Source: an optimization exercise on an open RTL-to-GDS flow (aim: small area, a short achievable clock period and few clock cycles per item). Production flows keep margins and buffers that such runs may drop.
RTL that was checked went through simulation tests only; none was proved equivalent to the original.
No functional check of the RTL was part of runs 4 and 5.

<file path="flow/flow/run.sh">
#!/bin/bash
# The standard layout, with plain buffers (sky130_fd_sc_hd__buf_1) on the
# ports instead of the default delay-cell buffers.
set -euo pipefail
bash standard.sh BUFFER_PORTS_ARGS="-buffer_cell sky130_fd_sc_hd__buf_1" finish > standard_flow.log 2>&1
</file>
<file path="flow/standard.sh">
#!/bin/bash
# synth_recipe.tcl (not shown) runs the flow's synth.tcl, then flattens the netlist and writes it again
# the make line also repeats each setting of config.mk as NAME=value (left out here)
make -C /OpenROAD-flow-scripts/flow DESIGN_CONFIG=/design/flow/config.mk WORK_HOME=/design/flow/orfs CLKGATE_MAP_FILE= SYNTH_SCRIPT=/design/flow/synth_recipe.tcl "${@:-finish}"
</file>
<file path="flow/config.mk">
export PLATFORM = sky130hd
export DESIGN_NAME = division_float_32
export DESIGN_NICKNAME = division_float_32
export VERILOG_FILES = /design/flow/design.v
export SDC_FILE = /design/flow/constraint.sdc
export NUM_CORES = 4
export LEC_CHECK = 0
export CAP_MARGIN = 20
export CORE_MARGIN = 2
export CORE_UTILIZATION = 70
export SLEW_MARGIN = 20
</file>
<file path="flow/constraint.sdc">
create_clock -name core_clock -period 5.5 [get_ports {clock}]
set_input_delay 1.1000 -clock core_clock [delete_from_list [all_inputs] [get_ports {clock}]]
set_output_delay 1.1000 -clock core_clock [all_outputs]
set_load 0.01 [all_outputs]
</file>
<file path="flow/design.v">
module division_float_32(clock, start, operand1, operand2, result, finish, illegal);
	input clock;
	input start;
	input [31:0] operand1, operand2;
	output [31:0] result;
	output finish;
	output illegal;
	wire [23:0] m1 = {1'b1, operand1[22:0]};
	wire [23:0] m2 = {1'b1, operand2[22:0]};
	wire        big = operand1[22:0] >= operand2[22:0];    
	reg  [7:0]  exp_r;
	reg         zero_r, sign_r;
	reg  [22:0] d;
	always @(posedge clock) begin
		d <= operand2[22:0];
		exp_r  <= (({1'b0, operand1[30:23]} + 9'd127) < {1'b0, operand2[30:23]} || operand1 == 32'd0) ? 8'd0 :
		          operand1[30:23] + ~operand2[30:23] + 8'd127 + {7'd0, big};
		zero_r <= (operand1 == 32'd0);
		sign_r <= (operand1[31] ^ operand2[31]) & (operand1 != 32'd0);
	end
	function automatic [25:0] step(input [24:0] r, input [22:0] dd, input inj);
		reg [25:0] c;
		begin
			c = {1'b0, r} - {2'b01, dd};
			step = c[25] ? {1'b0, r[23:0], inj} : {1'b1, c[23:0], inj};
		end
	endfunction
	reg  [24:0] r;       
	reg  [22:0] L;       
	reg  [3:0]  cnt;
	wire done = (cnt == 4'd12);
	wire [25:0] s0 = step(r, d, L[22]);
	wire [25:0] s1 = step(s0[24:0], d, L[21]);
	always @(posedge clock) begin
		if (start)
			r <= big ? {1'b0, m1} : {m1, 1'b0};
		else
			r <= s1[24:0];
		if (start) begin
			L   <= big ? {1'b0, m2[23:2]} : m2[23:1];
			cnt <= 4'd0;
		end else if (!done) begin
			L   <= {L[20:0], s0[25], s1[25]};
			cnt <= cnt + 4'd1;
		end
	end
	assign result = {sign_r, exp_r, L & {23{~zero_r}}};
	assign finish = done;
	assign illegal = (operand2 == 32'd0);
endmodule
</file>
==> results of run 1 <==
==> critical path, cell delays in order (launching register included) <==
cell and delay, ns:
dfxtp_1 0.33, inv_1 0.06, ha_1 0.37, nand4_1 0.23
a211o_1 0.36, a21oi_4 0.18, o31ai_4 0.12, a211oi_4 0.23
buf_4 0.18, mux2_2 0.36, ha_1 0.39, a21o_1 0.28
nor4_4 0.08, a2111oi_2 0.41, o211ai_1 0.20, a21oi_1 0.26
o32a_1 0.21, a21boi_4 0.24, nor3_4 0.06, buf_4 0.23
a221o_1 0.38
==> metal layers <==
layer	share of wire, %	vias to the layer above	GRT usage (%)	wire length (um)
met2	47	343	60.1	9890
li1	-	3400	-	-
met4	3.2	0	16.2	680
met5	0	-	0	0
met3	7.9	72	6.99	1660
met1	42	3318	48.1	8730
==> worst min path at each step <==
| stage | startpoint | to | slack [ns] | cells past startpoint |
|---|---|---|---|---|
| after global placement | cnt[3] | cnt[3] | 0.48 | 1 |
| after floorplan | cnt[3] | cnt[3] | 0.46 | 1 |
| after CTS | cnt[3] | cnt[3] | 0.53 | 1 |
| final | cnt[3] | cnt[3] | 0.54 | 1 |
| after detailed placement | cnt[3] | cnt[3] | 0.52 | 1 |
| after global routing | cnt[3] | cnt[3] | 0.58 | 1 |
==> synth_stat cells (all sizes together) (6+ instances only) <==
| cell type | number |
|---|---|
| nor2 | 109 |
| inv | 101 |
| a21oi | 97 |
| ha | 94 |
| dfxtp | 62 |
| nand2 | 39 |
| o21ai | 35 |
| xnor2 | 31 |
| nor2b | 30 |
| mux2i | 24 |
| edfxtp | 23 |
| a21o | 20 |
| a221o | 16 |
| xor2 | 16 |
| clkbuf | 15 |
| nand3 | 15 |
| nor4 | 14 |
| nor3 | 12 |
| o21a | 12 |
| buf | 10 |
| nand4 | 10 |
| o21bai | 10 |
| o31ai | 10 |
| mux2 | 9 |
| a21boi | 8 |
| a211oi | 7 |
| nand2b | 7 |
| a31oi | 6 |
==> flip-flops by register name (all words and copies together), names as in the netlist <==
name	count
zero_r	1
sign_r	1
exp_r	8
L	23
cnt	4
r	25
d	23
==> area by class of cell <==
| cell class | instances | area [um^2] | share of cell area (%) |
|---|---|---|---|
| Clock inverter | 6 | 51.3 | 0.623 |
| Multi-Input combinational cell | 688 | 5070 | 61.6 |
| Timing Repair Buffer | 111 | 479 | 5.82 |
| Antenna cell | 1 | 2.50 | 0.0304 |
| Sequential cell | 85 | 1930 | 23.5 |
| Clock buffer | 10 | 149 | 1.81 |
| Inverter | 101 | 379 | 4.60 |
| Tap cell | 136 | 170 | 2.07 |
==> cell families after synthesis <==
family                   Yosys count  synth area share, %
AO/OA/AOI/OAI                    260                 24.3
AND/OR/NAND/NOR                  251                 16.1
buffers and inverters            126                 6.66
adder cells (fa/ha/maj)           97                 16.7
flip-flops                        85                 26.1
XOR/XNOR                          47                 5.56
multiplexers                      33                 4.62
==> cell usage in the layout, fill, tap and decap left out, types with 4 or more instances in the layout <==
cell type / instances
o31ai_1: 5
a21o_1: 20
o21ai_1: 6
o211ai_1: 5
a21boi_0: 6
a211o_1: 4
buf_4: 10
mux2i_1: 24
o21a_1: 12
nor2_1: 109
o21ai_0: 29
and3_1: 5
a21oi_1: 94
ha_1: 93
edfxtp_1: 23
a221o_1: 16
inv_1: 100
nand2_1: 39
nor3_1: 11
xnor2_1: 31
xor2_1: 16
nor4_1: 13
a31oi_1: 5
nand3_1: 15
dfxtp_1: 62
nand2b_1: 7
buf_1: 98
nor2b_1: 30
o21bai_1: 10
clkbuf_8: 9
nand4_1: 10
a211oi_1: 4
mux2_2: 8
==> repair_timing <==
| action | in CTS | in global routing |
|---|---|---|
| setup buffers | 0 | 5 |
| hold buffers | 0 | 0 |
| gates cloned | 0 | 0 |
| endpoints found under the setup margin | 1 | 24 |
| pin swaps | 0 | 7 |
| resized for setup | 1 | 16 |
==> per-stage QoR <==
stage                     setup TNS [ns]  area (um^2)
after global placement                 0         7900
after detailed placement               0         7900
final                                  0         8230
after CTS                              0         8100
after global routing               -1.90         8230
after floorplan                        0         7400
==> impl_metrics.env, run 1 <==
export IMPL_crit_end="r[13]"
export IMPL_reg2reg_setup_slack_ns=0.20
export IMPL_via_per_inst=6.27
export IMPL_overflow=0
export IMPL_status="complete, no violations"
export IMPL_min_period_ns=5.30
export IMPL_finalHoldViolations=0
export IMPL_drt_pass1_iterations=5
export IMPL_synth_top_cell_area_share_pct=16.8
export IMPL_die_x_um=107
export IMPL_hold_class="reg -> reg"
export IMPL_cts_max_level=3
export IMPL_vias=7133
export IMPL_whs_ns=0.536
export IMPL_finalCritPeriodShare_pct=96.4
export IMPL_finalSetupViolCount=0
export IMPL_cap_viol_max_count=0
export IMPL_gp_congestion=0.991
export IMPL_synth_edf_count=23
export IMPL_grt_max_degree=68
export IMPL_ys_warn_count=1
export IMPL_initial_core_util_pct=72.0
export IMPL_ys_types=71
export IMPL_ys_ff_latch=85
export IMPL_core_area_um2=10300
export IMPL_clk_insertion_delay_late_ns=0.39
export IMPL_ys_flop_type="dfxtp_1"
export IMPL_final_cells=1138
export IMPL_drt_iter0_markers=579
export IMPL_crit_required_ns=5.77
export IMPL_root_buffer="clkbuf_8"
export IMPL_clock_fmax_mhz=189
export IMPL_clkSinkCount=85
export IMPL_seq_area_frac_synth_pct=26.1
export IMPL_wire_per_inst_um=18.4
export IMPL_die_h_um=107
export IMPL_ant_nets=0
export IMPL_clk_pin_slew_worst_paths_ns=0.10
export IMPL_final_core_util_pct=80.1
export IMPL_layout_setup_ws_ns=0.197
export IMPL_rows=37
export IMPL_cts_tree="built"
export IMPL_synth_top_cell_by_area="dfxtp_1"
export IMPL_pin_count=100
export IMPL_drv_slew=0
export IMPL_grt_pass1_vias=7010
export IMPL_crit_start="d[9]"
export IMPL_syn_nets=1062
export IMPL_critPathKind="reg -> reg"
export IMPL_r2r_start="d[9]"
export IMPL_cp_max_fo=18
export IMPL_synth_async_reset_ratio_pct=0
export IMPL_tightest_slew_ns=1.04
export IMPL_syn_to_final_growth_pct=11.3
export IMPL_drive_gt1_share_pct=6.69
export IMPL_antenna_found_initial=0
export IMPL_fin_skew_ns=0.0107
export IMPL_grt_pass1_wl_mm=33.7
export IMPL_port_buffers=99
export IMPL_drc=0
export IMPL_endpoint_kind="flop"
export IMPL_startpoint_type="flop"
export IMPL_fin_nets=1159
export IMPL_dpl_worst_slack_ns=0.121
export IMPL_cp_arrival_ns=5.58
export IMPL_nFillCells=721
export IMPL_dp_hpwl_mm=16.2
export IMPL_synthTopCellsByArea="dfxtp_1 17%, ha_1 16%, edfxtp_1 9.3%"
export IMPL_finalWirelength_mm=21.0
export IMPL_cts_buffers=9
export IMPL_cts_buffer_depth=2
export IMPL_syn_inst=899
export IMPL_max_slew_margin_pct=30.5
export IMPL_avgSynthCellArea_um2=8.23
export IMPL_reg2reg_depth=20
export IMPL_dp_cells=1116
export IMPL_r2r_end="r[13]"
export IMPL_syn_cell_area_um2=7400
export IMPL_grt_usage_pct=37.0
export IMPL_die_area_um2=11400
==> run 2: changes to the inputs <==
--- a/flow/design.v
+++ b/flow/design.v
@@ -20,13 +20,20 @@
 	end
 	function automatic [25:0] step(input [24:0] r, input [22:0] dd, input inj);
 		reg [25:0] c;
+		reg [31:0] gt, eq;
+		reg [24:0] b;
+		reg ge;
+		reg [12:0] lo;
+		reg [13:0] h0, h1, hi;
+		integer i, s;
 		begin
+			gt = 0; eq = 0;
 			c = {1'b0, r} - {2'b01, dd};
 			step = c[25] ? {1'b0, r[23:0], inj} : {1'b1, c[23:0], inj};
 		end
 	endfunction
-	reg  [24:0] r;       
-	reg  [22:0] L;       
+	reg  [24:0] r;
+	reg  [22:0] L;
 	reg  [3:0]  cnt;
 	wire done = (cnt == 4'd12);
 	wire [25:0] s0 = step(r, d, L[22]);
--- a/flow/config.mk
+++ b/flow/config.mk
@@ -5,7 +5,8 @@
 export SDC_FILE = /design/flow/constraint.sdc
 export NUM_CORES = 4
 export LEC_CHECK = 0
+export ABC_AREA = 1
 export CAP_MARGIN = 20
 export CORE_MARGIN = 2
-export CORE_UTILIZATION = 70
+export CORE_UTILIZATION = 55
 export SLEW_MARGIN = 20
==> impl_metrics.env, run 2 <==
export IMPL_dp_cells=1572
export IMPL_setup_tns_final_ns=0
export IMPL_grt_usage_pct=31.3
export IMPL_cts_buffer_depth=2
export IMPL_fin_nets=1559
export IMPL_final_cell_mix="333 x nand2_1, 219 x inv_1, 103 x nor2_1"
export IMPL_multi_input_area_um2=5550
export IMPL_drive_gt1_share_pct=4.21
export IMPL_diodes=0
export IMPL_ys_ff_latch=85
export IMPL_dp_hpwl_mm=21.0
export IMPL_reg2reg_setup_slack_ns=1.03
export IMPL_hold_buffers=0
export IMPL_cts_resized_gates=0
export IMPL_cts_buffers=9
export IMPL_synthAdderAreaFrac_pct=14.5
export IMPL_syn_cell_area_um2=8550
export IMPL_final_core_util_pct=61.2
export IMPL_synth_compound_area_share_pct=12.0
export IMPL_vias=8710
export IMPL_crit_required_ns=5.60
export IMPL_ys_types=45
export IMPL_critPathKind="reg -> reg"
export IMPL_finalCritPeriodShare_pct=81.2
export IMPL_wire_per_inst_um=16.1
export IMPL_regMostFlops="r"
export IMPL_status="complete, no violations"
export IMPL_overflow=0
export IMPL_die_h_um=129
export IMPL_ys_flop_type="dfxtp_1"
export IMPL_top_regs="r (25), L (23), d (23)"
export IMPL_synth_area_mux_share_pct=0
export IMPL_grt_pass1_vias=8027
export IMPL_register_area_um2=1930
export IMPL_cp_max_fo=30
export IMPL_syn_to_final_growth_pct=8.78
export IMPL_finalHoldViolations=0
export IMPL_final_cells=1589
export IMPL_finalSetupViolCount=0
export IMPL_synth_top_family_by_area="simple AND/OR/NAND/NOR gates"
export IMPL_rows=45
export IMPL_hold_class="reg -> reg"
export IMPL_synth_commonest_cells="333 x nand2_1, 219 x inv_1, 103 x nor2_1, 94 x ha_1, 89 x nand3_1"
export IMPL_pin_count=100
export IMPL_drc=0
export IMPL_nFillCells=1543
export IMPL_synth_most_common_cell="nand2_1"
export IMPL_grt_max_degree=89
export IMPL_cap_viol_max_count=0
export IMPL_finalWirelength_mm=25.6
export IMPL_endpoint_kind="flop"
export IMPL_ant_nets=0
export IMPL_drv_slew=0
export IMPL_min_to="cnt[2]"
export IMPL_startpoint_type="flop"
export IMPL_post_cts_buffers=0
export IMPL_synth_edf_count=23
export IMPL_gp_congestion=1.04
export IMPL_min_path_cells=1
export IMPL_synthTopCellsByArea="nand2_1 15%, dfxtp_1 15%, ha_1 14%"
export IMPL_max_slew_margin_pct=37.1
export IMPL_r2r_end="L[0]"
export IMPL_die_x_um=129
export IMPL_die_area_um2=16600
export IMPL_synth_async_reset_ratio_pct=0
export IMPL_drt_iter0_markers=519
export IMPL_root_buffer="clkbuf_16"
export IMPL_whs_ns=0.465
export IMPL_ys_warn_count=1
export IMPL_clkSinkCount=85
export IMPL_tightest_slew_ns=0.942
export IMPL_cts_max_level=3
export IMPL_reg2reg_depth=24
export IMPL_cts_tree="built"
export IMPL_synth_xor_area_share_pct=4.51
export IMPL_syn_nets=1480
export IMPL_initial_core_util_pct=56.3
export IMPL_fin_skew_ns=0.00489
export IMPL_cp_arrival_ns=4.57
export IMPL_final_common_cell="nand2_1"
export IMPL_synth_top_cell_by_area="nand2_1"
export IMPL_grt_pass1_wl_mm=40.5
export IMPL_via_per_inst=5.48
export IMPL_syn_inst=1317
export IMPL_synthSimpleGateAreaFrac_pct=33.9
export IMPL_min_period_ns=4.47
export IMPL_avgSynthCellArea_um2=6.49
export IMPL_port_buffers=99
export IMPL_clock_fmax_mhz=224
export IMPL_core_area_um2=15200
export IMPL_antenna_found_initial=0
export IMPL_synth_top_cell_area_share_pct=14.6
export IMPL_r2r_start="d[3]"
export IMPL_clk_insertion_delay_late_ns=0.35
export IMPL_rsz0062_at_grt="no"
export IMPL_drt_pass1_iterations=5
export IMPL_clk_pin_slew_worst_paths_ns=0.06
export IMPL_seq_area_frac_synth_pct=22.6
export IMPL_hold_path_startpoint="cnt[2]"
export IMPL_largest_register_ffs=25
## run 2: changes by cell type after synthesis, moves of 12 or more
cell	before	now
xor2_1	16	28
nand3_1	15	89
xnor2_1	31	16
nand4_1	10	50
nor2b_1	30	0
mux2i_1	24	0
o21ai_0	32	67
a221o_1	16	0
nand2_1	39	333
a21o_1	20	2
inv_1	100	219
## run 2: critical path, stage by stage (launching register included)
cell,delay (ns)
dfxtp_1,0.31
inv_1,0.07
ha_1,0.38
nand2_2,0.14
inv_2,0.03
nand2_1,0.08
nand2_1,0.05
nand2_1,0.09
nand3_2,0.13
nand2_2,0.11
nand3_4,0.24
inv_4,0.34
nand2_1,0.08
o21ai_1,0.15
ha_1,0.34
a21oi_1,0.29
nor2_1,0.10
nor2_1,0.10
nand2_1,0.13
nand4_1,0.10
nand3_1,0.13
nand3_4,0.28
nand2_8,0.21
nor2_2,0.23
a21oi_1,0.06
## run 2: cell type report
cell class	instances	share of cell area (%)
inverter	224	9.07
sequential	85	20.8
clock inverter	3	0.430
multi-input combinational	973	59.6
timing repair buffer	103	4.53
clock buffer	13	3.04
tap	188	2.53
## run 2: cell families (layout without fill, tap and decap cells)
| family | after synthesis | count (layout) |
|---|---|---|
| compound gates | 190 | 190 |
| xor+xnor | 44 | 44 |
| fa+ha+maj | 97 | 97 |
| buf+inv | 259 | 343 |
| flops | 85 | 85 |
| simple gates | 642 | 642 |
## run 2: layer usage
| layer | GRT usage, % | wire length [um] |
|---|---|---|
| met5 | 0 | 0 |
| met2 | 49.7 | 11200 |
| met3 | 6.74 | 1870 |
| met4 | 10.9 | 781 |
| met1 | 42.2 | 11800 |
## run 2: how the worst max path moves through the flow
stage,startpoint,endpoint,slack (ns),depth (start not counted)
2_1_floorplan,operand2[22],exp_r[6],1.76,23
3_3_place_gp,d[8],L[0],1.21,24
3_5_place_dp,d[8],L[0],1.11,24
4_1_cts,d[3],L[0],1.09,24
5_1_grt,d[2],L[0],0.61,24
6_report,d[3],L[0],1.03,24
## run 2: through the flow
step	instance area [um^2]	setup slack [ns]
after floorplan	8550	1.76
after global placement	8950	1.21
after detailed placement	8950	1.11
after CTS	9280	1.09
after global routing	9300	0.607
final	9300	1.03
Testbench counts of run 2, summed over its fixed seeds: cycles 26,624, items 2,048.
==> run 3: changes to the inputs <==
==> flow/run.sh (new file) <==
#!/bin/bash
# synth_recipe.tcl (not shown) runs the flow's synth.tcl, then flattens the netlist and writes it again
# the make line also repeats each setting of config.mk as NAME=value (left out here)
make -C /OpenROAD-flow-scripts/flow DESIGN_CONFIG=/design/flow/config.mk WORK_HOME=/design/flow/orfs CLKGATE_MAP_FILE= SYNTH_SCRIPT=/design/flow/synth_recipe.tcl finish
removed: flow/flow/run.sh
removed: flow/standard.sh
==> impl_metrics.env, run 3 <==
export IMPL_grt_pass1_vias=8235
export IMPL_cp_common_cell="nand2_1"
export IMPL_min_period_ns=4.30
export IMPL_cts_buffers=9
export IMPL_nFillCells=1491
export IMPL_synth_edf_count=23
export IMPL_synth_top_cell_by_area="nand2_1"
export IMPL_syn_inst=1317
export IMPL_endpoint_kind="flop"
export IMPL_final_cells=1589
export IMPL_clkSinkCount=85
export IMPL_drive_gt1_share_pct=4.35
export IMPL_clk_pin_slew_worst_paths_ns=0.06
export IMPL_layout_setup_ws_ns=1.20
export IMPL_dp_hpwl_mm=20.9
export IMPL_grt_usage_pct=31.6
export IMPL_hold_buffers=0
export IMPL_root_buffer="clkbuf_16"
export IMPL_drv_slew=0
export IMPL_cts_buffer_depth=2
export IMPL_via_per_inst=5.51
export IMPL_critPathKind="reg -> reg"
export IMPL_finalWirelength_mm=25.9
export IMPL_antenna_found_initial=0
export IMPL_cap_viol_max_count=0
export IMPL_grt_max_degree=89
export IMPL_largest_register_ffs=25
export IMPL_cp_max_fo=30
export IMPL_gp_congestion=0.973
export IMPL_synth_commonest_cells="333 x nand2_1, 219 x inv_1, 103 x nor2_1, 94 x ha_1, 89 x nand3_1"
export IMPL_whs_ns=0.474
export IMPL_max_slew_margin_pct=36.8
export IMPL_synth_async_reset_ratio_pct=0
export IMPL_post_dp_cell_area_um2=9580
export IMPL_slowest_stage="ha_1"
export IMPL_rows=45
export IMPL_fin_skew_ns=0.00946
export IMPL_ys_warn_count=1
export IMPL_pin_count=100
export IMPL_drt_pass1_iterations=5
export IMPL_syn_cell_area_um2=8550
export IMPL_drc=0
export IMPL_seq_area_frac_synth_pct=22.6
export IMPL_crit_required_ns=5.74
export IMPL_clock_fmax_mhz=233
export IMPL_diodes=0
export IMPL_cts_tree="built"
export IMPL_dp_cells=1573
export IMPL_finalHoldViolations=0
export IMPL_die_x_um=129
export IMPL_ant_nets=0
export IMPL_cts_max_level=3
export IMPL_initial_core_util_pct=56.3
export IMPL_syn_nets=1480
export IMPL_ys_flop_type="dfxtp_1"
export IMPL_finalCritPeriodShare_pct=78.1
export IMPL_final_cell_mix="332 x nand2_1, 219 x inv_1, 103 x nor2_1"
export IMPL_status="complete, no violations"
export IMPL_fin_nets=1559
export IMPL_syn_to_final_growth_pct=15.9
export IMPL_final_common_cell="nand2_1"
export IMPL_port_buffers=99
export IMPL_crit_chain="inv_1, ha_1, a21oi_1, nand2_1, inv_1, nand2_1, nand2_1, nand3_4, inv_4, nand2_1, nand2_1, ha_1, a21oi_1, nand2_1, a21boi_0, or2_2, nand3_1, xor2_1, nand2_1, nand2_1, nand2_1, nand2_1"
export IMPL_postLayoutCellArea_um2=9910
export IMPL_overflow=0
export IMPL_ys_ff_latch=85
export IMPL_ys_types=45
export IMPL_core_area_um2=15200
export IMPL_cp_arrival_ns=4.53
export IMPL_die_h_um=129
export IMPL_startpoint_type="flop"
export IMPL_regMostFlops="r"
export IMPL_hold_class="reg -> reg"
export IMPL_slowest_delay_ns=0.37
export IMPL_synth_top_cell_area_share_pct=14.6
export IMPL_rsz0062_at_grt="no"
export IMPL_vias=8748
export IMPL_grt_pass1_wl_mm=40.7
export IMPL_tightest_slew_ns=0.948
export IMPL_synth_most_common_cell="nand2_1"
export IMPL_finalSetupViolCount=0
export IMPL_die_area_um2=16600
export IMPL_setup_tns_final_ns=0
export IMPL_cts_resized_gates=0
export IMPL_avgSynthCellArea_um2=6.49
export IMPL_top_regs="r (25), L (23), d (23)"
export IMPL_dpl_worst_slack_ns=0.854
export IMPL_post_cts_buffers=0
export IMPL_synthTopCellsByArea="nand2_1 15%, dfxtp_1 15%, ha_1 14%"
export IMPL_drt_iter0_markers=645
export IMPL_clk_insertion_delay_late_ns=0.36
export IMPL_wire_per_inst_um=16.3
==> run 3: cell counts after synthesis <==
No cell type changed its count.
==> run 3: path summary, 6_finish.rpt <==
check        slack, ns    from     end  depth (start not counted)
max reg2reg       1.20   d[16]   r[23]                         22
max               1.20   d[16]   r[23]                         22
min reg2reg       0.47  cnt[2]  cnt[2]                          1
min               0.47  cnt[2]  cnt[2]                          1
==> run 3: area by class of cell <==
type,instances,area (um^2),area share (%)
clock buffers,12,279,2.81
multi-input cells,973,5550,56.0
well taps,188,235,2.37
repair buffers,103,1020,10.3
flip-flops and latches,85,1930,19.5
inverters,224,843,8.51
clock inverters,4,51.3,0.518
==> run 3: metal layers <==
metal	track usage [%]	vias up	routed length, um	part of all wire (%)
met4	14.0	0	1070	4.1
met1	42.0	3915	11800	46
met3	7.03	59	1950	7.5
li1	-	4453	-	-
met2	49.3	321	11100	43
met5	0	-	0	0
==> run 3: stage by stage <==
step	utilization, %
after floorplan	-
after global placement	63.0
after detailed placement	63.0
after CTS	65.2
after global routing	65.2
final	65.2
==> run 3: worst max-delay path: cells and delay by family, from the launching register on <==
kind            cells  cell delay (ns)
compound gates      3             0.87
xor+xnor            1             0.18
fa+ha+maj           2             0.72
buf+inv             3             0.50
flops               1             0.30
simple gates       13             1.60
==> run 3: cell families after synthesis <==
kind of cell / count (synthesis) / synth area share (%)
AND/OR/NAND/NOR: 642 / 33.9
buffers and inverters: 259 / 12.5
AO/OA/AOI/OAI: 190 / 12.0
adder cells (fa/ha/maj): 97 / 14.5
flip-flops: 85 / 22.6
XOR/XNOR: 44 / 4.51
==> run 4: changes to the inputs <==
--- a/flow/design.v
+++ b/flow/design.v
@@ -19,17 +19,19 @@
 		sign_r <= (operand1[31] ^ operand2[31]) & (operand1 != 32'd0);
 	end
 	function automatic [25:0] step(input [24:0] r, input [22:0] dd, input inj);
+		reg [24:0] b, g, p, G, P, G2, P2;
 		reg [25:0] c;
-		reg [31:0] gt, eq;
-		reg [24:0] b;
-		reg ge;
-		reg [12:0] lo;
-		reg [13:0] h0, h1, hi;
+		reg [23:0] diff;
 		integer i, s;
 		begin
-			gt = 0; eq = 0;
-			c = {1'b0, r} - {2'b01, dd};
-			step = c[25] ? {1'b0, r[23:0], inj} : {1'b1, c[23:0], inj};
+			b = {1'b1, 1'b0, ~dd};
+			g = r & b;
+			p = r | b;
+			G = g; P = p; G[0] = g[0] | p[0]; P[0] = 1'b0;
+			for (s = 1; s < 25; s = s * 2) begin G2 = G; P2 = P; for (i = 0; i < 25; i = i + 1) if ((i / s) % 2 == 1) begin G2[i] = G[i] | (P[i] & G[(i/s)*s-1]); P2[i] = P[i] & P[(i/s)*s-1]; end G = G2; P = P2; end
+			c = {G, 1'b1};
+			diff = r[23:0] ^ ({24{c[25]}} & (b[23:0] ^ c[23:0]));
+			step = {c[25], diff, inj};
 		end
 	endfunction
 	reg  [24:0] r;
==> flow/flow/run.sh (new file) <==
#!/bin/bash
# The standard layout, with plain buffers (sky130_fd_sc_hd__buf_1) on the
# ports instead of the default delay-cell buffers.
set -euo pipefail
bash standard.sh BUFFER_PORTS_ARGS="-buffer_cell sky130_fd_sc_hd__buf_1" finish > standard_flow.log 2>&1
==> flow/standard.sh (new file) <==
#!/bin/bash
# synth_recipe.tcl (not shown) runs the flow's synth.tcl, then flattens the netlist and writes it again
# the make line also repeats each setting of config.mk as NAME=value (left out here)
make -C /OpenROAD-flow-scripts/flow DESIGN_CONFIG=/design/flow/config.mk WORK_HOME=/design/flow/orfs CLKGATE_MAP_FILE= SYNTH_SCRIPT=/design/flow/synth_recipe.tcl "${@:-finish}"
removed: flow/run.sh
==> impl_metrics.env, run 4 <==
export IMPL_cts_tree="built"
export IMPL_cts_resized_gates=0
export IMPL_core_area_um2=14000
export IMPL_startpoint_type="primary input"
export IMPL_drt_pass1_iterations=5
export IMPL_finalSetupViolCount=0
export IMPL_layout_setup_ws_ns=1.51
export IMPL_syn_to_final_growth_pct=8.04
export IMPL_final_cell_mix="330 x nand2_1, 211 x inv_1, 110 x nand3_1"
export IMPL_fin_skew_ns=0.00750
export IMPL_cts_max_level=3
export IMPL_rsz0062_at_grt="no"
export IMPL_ys_flop_type="dfxtp_1"
export IMPL_grt_max_degree=66
export IMPL_final_common_cell="nand2_1"
export IMPL_post_cts_buffers=0
export IMPL_hold_buffers=0
export IMPL_synth_most_common_cell="nand2_1"
export IMPL_drv_slew=0
export IMPL_syn_inst=1255
export IMPL_grt_pass1_vias=6921
export IMPL_cts_buffer_depth=2
export IMPL_pin_count=100
export IMPL_ys_warn_count=1
export IMPL_root_buffer="clkbuf_16"
export IMPL_cts_buffers=9
export IMPL_seq_area_frac_synth_pct=24.4
export IMPL_synth_top_cell_by_area="nand2_1"
export IMPL_drt_iter0_markers=518
export IMPL_clk_pin_slew_worst_paths_ns=0.06
export IMPL_die_h_um=124
export IMPL_synth_async_reset_ratio_pct=0
export IMPL_critPathKind="in -> reg"
export IMPL_die_area_um2=15400
export IMPL_nFillCells=1441
export IMPL_drive_gt1_share_pct=6.81
export IMPL_cp_arrival_ns=4.28
export IMPL_cp_max_fo=4
export IMPL_synthTopCellsByArea="nand2_1 16%, dfxtp_1 16%, inv_1 10%"
export IMPL_diodes=0
export IMPL_initial_core_util_pct=56.7
export IMPL_regMostFlops="r"
export IMPL_synth_commonest_cells="331 x nand2_1, 211 x inv_1, 110 x nand3_1, 93 x nor2_1, 71 x o21ai_0"
export IMPL_hold_class="reg -> reg"
export IMPL_finalCritPeriodShare_pct=72.6
export IMPL_clk_insertion_delay_late_ns=0.35
export IMPL_top_regs="r (25), L (23), d (23)"
export IMPL_die_x_um=124
export IMPL_via_per_inst=5.21
export IMPL_rows=43
export IMPL_antenna_found_initial=0
export IMPL_synth_top_cell_area_share_pct=15.7
export IMPL_crit_required_ns=5.78
export IMPL_clock_fmax_mhz=250
export IMPL_dp_hpwl_mm=16.3
export IMPL_ys_ff_latch=85
export IMPL_fin_nets=1447
export IMPL_clkSinkCount=85
export IMPL_synth_edf_count=23
export IMPL_port_buffers=99
export IMPL_largest_register_ffs=25
export IMPL_finalWirelength_mm=20.7
export IMPL_wire_per_inst_um=13.7
export IMPL_tightest_slew_ns=0.917
export IMPL_min_period_ns=3.99
export IMPL_grt_usage_pct=27.7
export IMPL_ant_nets=0
export IMPL_max_slew_margin_pct=38.8
export IMPL_syn_cell_area_um2=7930
export IMPL_gp_congestion=0.885
export IMPL_setup_tns_final_ns=0
export IMPL_overflow=0
export IMPL_status="complete, no violations"
export IMPL_grt_pass1_wl_mm=33.3
export IMPL_syn_nets=1370
export IMPL_cap_viol_max_count=0
export IMPL_dpl_worst_slack_ns=1.16
export IMPL_drc=0
export IMPL_endpoint_kind="flop"
export IMPL_finalHoldViolations=0
export IMPL_vias=7907
export IMPL_avgSynthCellArea_um2=6.31
export IMPL_ys_types=49
## run 4: stage by stage
stage | instance area, um^2 | hold slack (ns) | cells | util, %
floorplan | 7930 | 0.444 | 1255 | -
global placement | 8280 | 0.461 | 1501 | 59.2
detailed placement | 8280 | 0.491 | 1501 | 59.2
CTS | 8560 | 0.502 | 1517 | 61.2
global route | 8560 | 0.510 | 1517 | 61.2
finish | 8560 | 0.496 | 1517 | 61.2
## run 4: final timing paths
path | cells past startpoint | slack, ns | endpoint | from
max | 22 | 1.51 | exp_r[6] | operand2[2]
min reg2reg | 2 | 0.50 | cnt[1] | cnt[1]
max reg2reg | 26 | 1.63 | r[10] | d[6]
min | 2 | 0.50 | cnt[1] | cnt[1]
## run 4: final cells by class
class / count / area [um^2] / share of cell area, %
clock buffer: 15 / 279 / 3.26
clock inverter: 1 / 5.00 / 0.0585
inverter: 223 / 837 / 9.78
multi-input combinational: 910 / 4880 / 57.0
sequential: 85 / 1930 / 22.6
tap: 180 / 225 / 2.63
timing repair buffer: 103 / 403 / 4.71
## run 4: cells by family (layout without fill, tap and decap cells)
logic type / count (synthesis) / after routing / synth area share, %
flip-flops: 85 / 85 / 24.4
AND/OR/NAND/NOR: 636 / 636 / 36.4
AO/OA/AOI/OAI: 192 / 192 / 13.6
XOR/XNOR: 33 / 33 / 3.74
buffers and inverters: 260 / 342 / 14.1
adder cells (fa/ha/maj): 49 / 49 / 7.83
## run 4: worst max-delay path, stage by stage
cell and delay, ns:
buf_1 0.15, inv_1 0.07, ha_1 0.29, nand2_1 0.06, o21ai_0 0.14, a41oi_1 0.14, o221ai_1 0.18, nand2_1 0.08
o211ai_1 0.09, nand4_1 0.12, nand2_2 0.11, ha_1 0.17, inv_1 0.06, fa_1 0.42, o31ai_1 0.34, inv_1 0.07
nor2_1 0.12, nor2_1 0.05, nor2_1 0.08, nor2_1 0.05, or2_2 0.27, a21oi_1 0.14
## run 4: routing by layer
layer	track usage [%]	routed length, um	share of wire (%)	vias to the layer above
li1	-	-	-	4190
met5	0	0	0	-
met3	4.30	1200	5.8	18
met1	41.4	10700	52	3488
met4	7.23	299	1.4	0
met2	41.4	8490	41	211
==> run 5: changes to the inputs <==
--- a/flow/design.v
+++ b/flow/design.v
@@ -37,19 +37,20 @@
 	reg  [24:0] r;
 	reg  [22:0] L;
 	reg  [3:0]  cnt;
-	wire done = (cnt == 4'd12);
+	wire done = (cnt == 4'd8);
 	wire [25:0] s0 = step(r, d, L[22]);
 	wire [25:0] s1 = step(s0[24:0], d, L[21]);
+	wire [25:0] s2 = step(s1[24:0], d, L[20]);
 	always @(posedge clock) begin
 		if (start)
 			r <= big ? {1'b0, m1} : {m1, 1'b0};
 		else
-			r <= s1[24:0];
+			r <= s2[24:0];
 		if (start) begin
 			L   <= big ? {1'b0, m2[23:2]} : m2[23:1];
 			cnt <= 4'd0;
 		end else if (!done) begin
-			L   <= {L[20:0], s0[25], s1[25]};
+			L   <= {L[19:0], s0[25], s1[25], s2[25]};
 			cnt <= cnt + 4'd1;
 		end
 	end
==> impl_metrics.env, run 5 <==
export IMPL_status="complete, no violations"
export IMPL_drv_slew=0
export IMPL_clk_pin_slew_worst_paths_ns=0.07
export IMPL_post_cts_buffers=0
export IMPL_cp_arrival_ns=5.24
export IMPL_finalCritPeriodShare_pct=90.1
export IMPL_drc=0
export IMPL_fin_skew_ns=0.0103
export IMPL_synth_top_cell_area_share_pct=18.9
export IMPL_slowest_stage="dfxtp_1"
export IMPL_pin_count=100
export IMPL_ys_warn_count=1
export IMPL_synth_top_cell_by_area="nand2_1"
export IMPL_clkSinkCount=85
export IMPL_gp_congestion=0.945
export IMPL_clock_fmax_mhz=202
export IMPL_ys_types=52
export IMPL_syn_nets=1744
export IMPL_drive_gt1_share_pct=9.51
export IMPL_syn_cell_area_um2=9620
export IMPL_hold_class="reg -> reg"
export IMPL_synth_async_reset_ratio_pct=0
export IMPL_min_period_ns=4.96
export IMPL_wire_per_inst_um=14.6
export IMPL_r2r_start="r[3]"
export IMPL_overflow=0
export IMPL_vias=10400
export IMPL_tightest_slew_ns=1.04
export IMPL_diodes=0
export IMPL_cts_buffers=9
export IMPL_top_regs="r (25), L (23), d (23)"
export IMPL_ys_ff_latch=85
export IMPL_crit_required_ns=5.79
export IMPL_die_area_um2=18600
export IMPL_core_area_um2=17200
export IMPL_final_core_util_pct=60.6
export IMPL_seq_area_frac_synth_pct=20.1
export IMPL_synth_most_common_cell="nand2_1"
export IMPL_syn_inst=1629
export IMPL_startpoint_type="flop"
export IMPL_cts_buffer_depth=2
export IMPL_drt_pass1_iterations=5
export IMPL_max_slew_margin_pct=30.4
export IMPL_clk_insertion_delay_late_ns=0.35
export IMPL_via_per_inst=5.37
export IMPL_rows=48
export IMPL_largest_register_ffs=25
export IMPL_final_common_cell="nand2_1"
export IMPL_cp_max_fo=49
export IMPL_grt_pass1_vias=9448
export IMPL_synthTopCellsByArea="nand2_1 19%, dfxtp_1 13%, nand3_1 9.9%"
export IMPL_grt_usage_pct=31.0
export IMPL_crit_start="r[3]"
export IMPL_cts_max_level=3
export IMPL_fin_nets=1825
export IMPL_cts_tree="built"
export IMPL_finalWirelength_mm=28.3
export IMPL_dp_hpwl_mm=22.7
export IMPL_slowest_delay_ns=0.41
export IMPL_syn_to_final_growth_pct=8.18
export IMPL_die_x_um=136
export IMPL_avgSynthCellArea_um2=5.91
export IMPL_finalHoldViolations=0
export IMPL_grt_pass1_wl_mm=45.8
export IMPL_synth_edf_count=23
export IMPL_ant_nets=0
export IMPL_root_buffer="clkbuf_16"
export IMPL_cp_common_cell="nand2_1"
export IMPL_drt_iter0_markers=760
export IMPL_finalSetupViolCount=0
export IMPL_regMostFlops="r"
export IMPL_cap_viol_max_count=0
export IMPL_critPathKind="reg -> reg"
export IMPL_grt_max_degree=65
export IMPL_setup_tns_final_ns=0
export IMPL_ys_flop_type="dfxtp_1"
export IMPL_nFillCells=1792
export IMPL_rsz0062_at_grt="no"
export IMPL_final_cell_mix="483 x nand2_1, 237 x inv_1, 190 x nand3_1"
export IMPL_port_buffers=99
export IMPL_antenna_found_initial=0
export IMPL_synth_commonest_cells="484 x nand2_1, 238 x inv_1, 190 x nand3_1, 108 x nor2_1"
export IMPL_die_h_um=136
export IMPL_hold_path_startpoint="cnt[3]"
export IMPL_endpoint_kind="flop"
export IMPL_initial_core_util_pct=56.0
run 5: changes by cell type after synthesis, sizes merged, moves of 8 or more:
cell,delta
nand3,+76
inv,+56
xor2,+8
nand2,+162
buf,+20
a21oi,+8
nor2,+23
o21ai,+9
run 5: final timing paths:
path / end / slack, ns / cells after the start
worst min-delay path: cnt[3] / 0.50 / 1
worst max-delay path: r[21] / 0.54 / 40
worst min register to register: cnt[3] / 0.50 / 1
worst max register to register: r[21] / 0.54 / 40
run 5: final cells by class:
type                            instances  area, um^2  area share, %
Inverter                              280        1050           10.1
Clock buffer                           10         229           2.20
Sequential cell                        85        1930           18.6
Clock inverter                          5        58.8          0.565
Multi-Input combinational cell       1208        6270           60.2
Timing Repair Buffer                  126         588           5.65
Tap cell                              225         282           2.70
run 5: worst max-delay path, delay by kind of cell, from the launching register on:
| family | cells | cell delay (ns) |
|---|---|---|
| flops | 1 | 0.41 |
| buf+inv | 5 | 0.33 |
| simple gates | 35 | 4.09 |
run 5: kinds of logic (layout without fill, tap and decap cells):
family,after synthesis,in the layout,share of synthesized area [%]
AO/OA/AOI/OAI,213,213,12.4
XOR/XNOR,42,42,4.06
adder cells (fa/ha/maj),49,49,6.45
buffers and inverters,337,421,15.2
flip-flops,85,85,20.1
AND/OR/NAND/NOR,903,904,41.8
run 5: stage by stage:
stage	instance area, um^2	setup slack, ns	cells	hold slack, ns
after CTS	10400	0.341	1939	0.502
after global placement	10100	0.503	1924	0.476
after global routing	10400	0.0283	1939	0.539
after detailed placement	10100	0.384	1924	0.485
after floorplan	9620	1.10	1629	0.464
final	10400	0.543	1939	0.501
run 5: metal layers:
metal | vias up | global-route usage (%) | part of all wire (%)
met1 | 4625 | 44.6 | 49
met4 | 0 | 9.38 | 2.4
met5 | - | 0 | 0
li1 | 5385 | - | -
met3 | 43 | 4.55 | 7.0
met2 | 350 | 47.9 | 42
run 5: repair_timing:
item	4_1_cts	5_1_grt
setup endpoints to repair	0	25
hold buffers	0	0
endpoints found under the hold margin	0	0
resized for setup	0	3

[separate check: timing with driven ports]
The results above use ideal ports. As a check the final layouts listed here were re-extracted and re-timed, cells and wires unchanged.
Step 1 assumes that a clkbuf_16 drives the clock port and a buf_2 every other input.
Step 2 also shifts input and output timing later by t, the mid clock arrival at the registers, as if the neighbouring blocks saw the same clock.
Three values: ideal, step 1, step 2; two values: the first two.
| run | t, ns | setup WS [ns] | clock arrival spread, ns | worst data-port slew with drivers (ns) |
|---|---|---|---|---|
| run 1 | 0.419 | 0.197 / 0.197 / 0.197 | 0.011 / 0.010 | 0.04 |
| run 2 | 0.400 | 1.031 / 1.031 / 1.031 | 0.005 / 0.005 | 0.05 |
| run 3 | 0.399 | 1.202 / 1.202 / 0.835 | 0.010 / 0.010 | 0.05 |
| run 4 | 0.389 | 1.507 / 1.526 / 1.137 | 0.009 / 0.008 | 0.05 |
| run 5 | 0.389 | 0.543 / 0.543 / 0.543 | 0.010 / 0.010 | 0.04 |
After both steps every run listed still meets setup and hold. The setup slack of run 4, which loses most, moves by +0.019 ns with the drivers and by -0.370 ns with both steps.
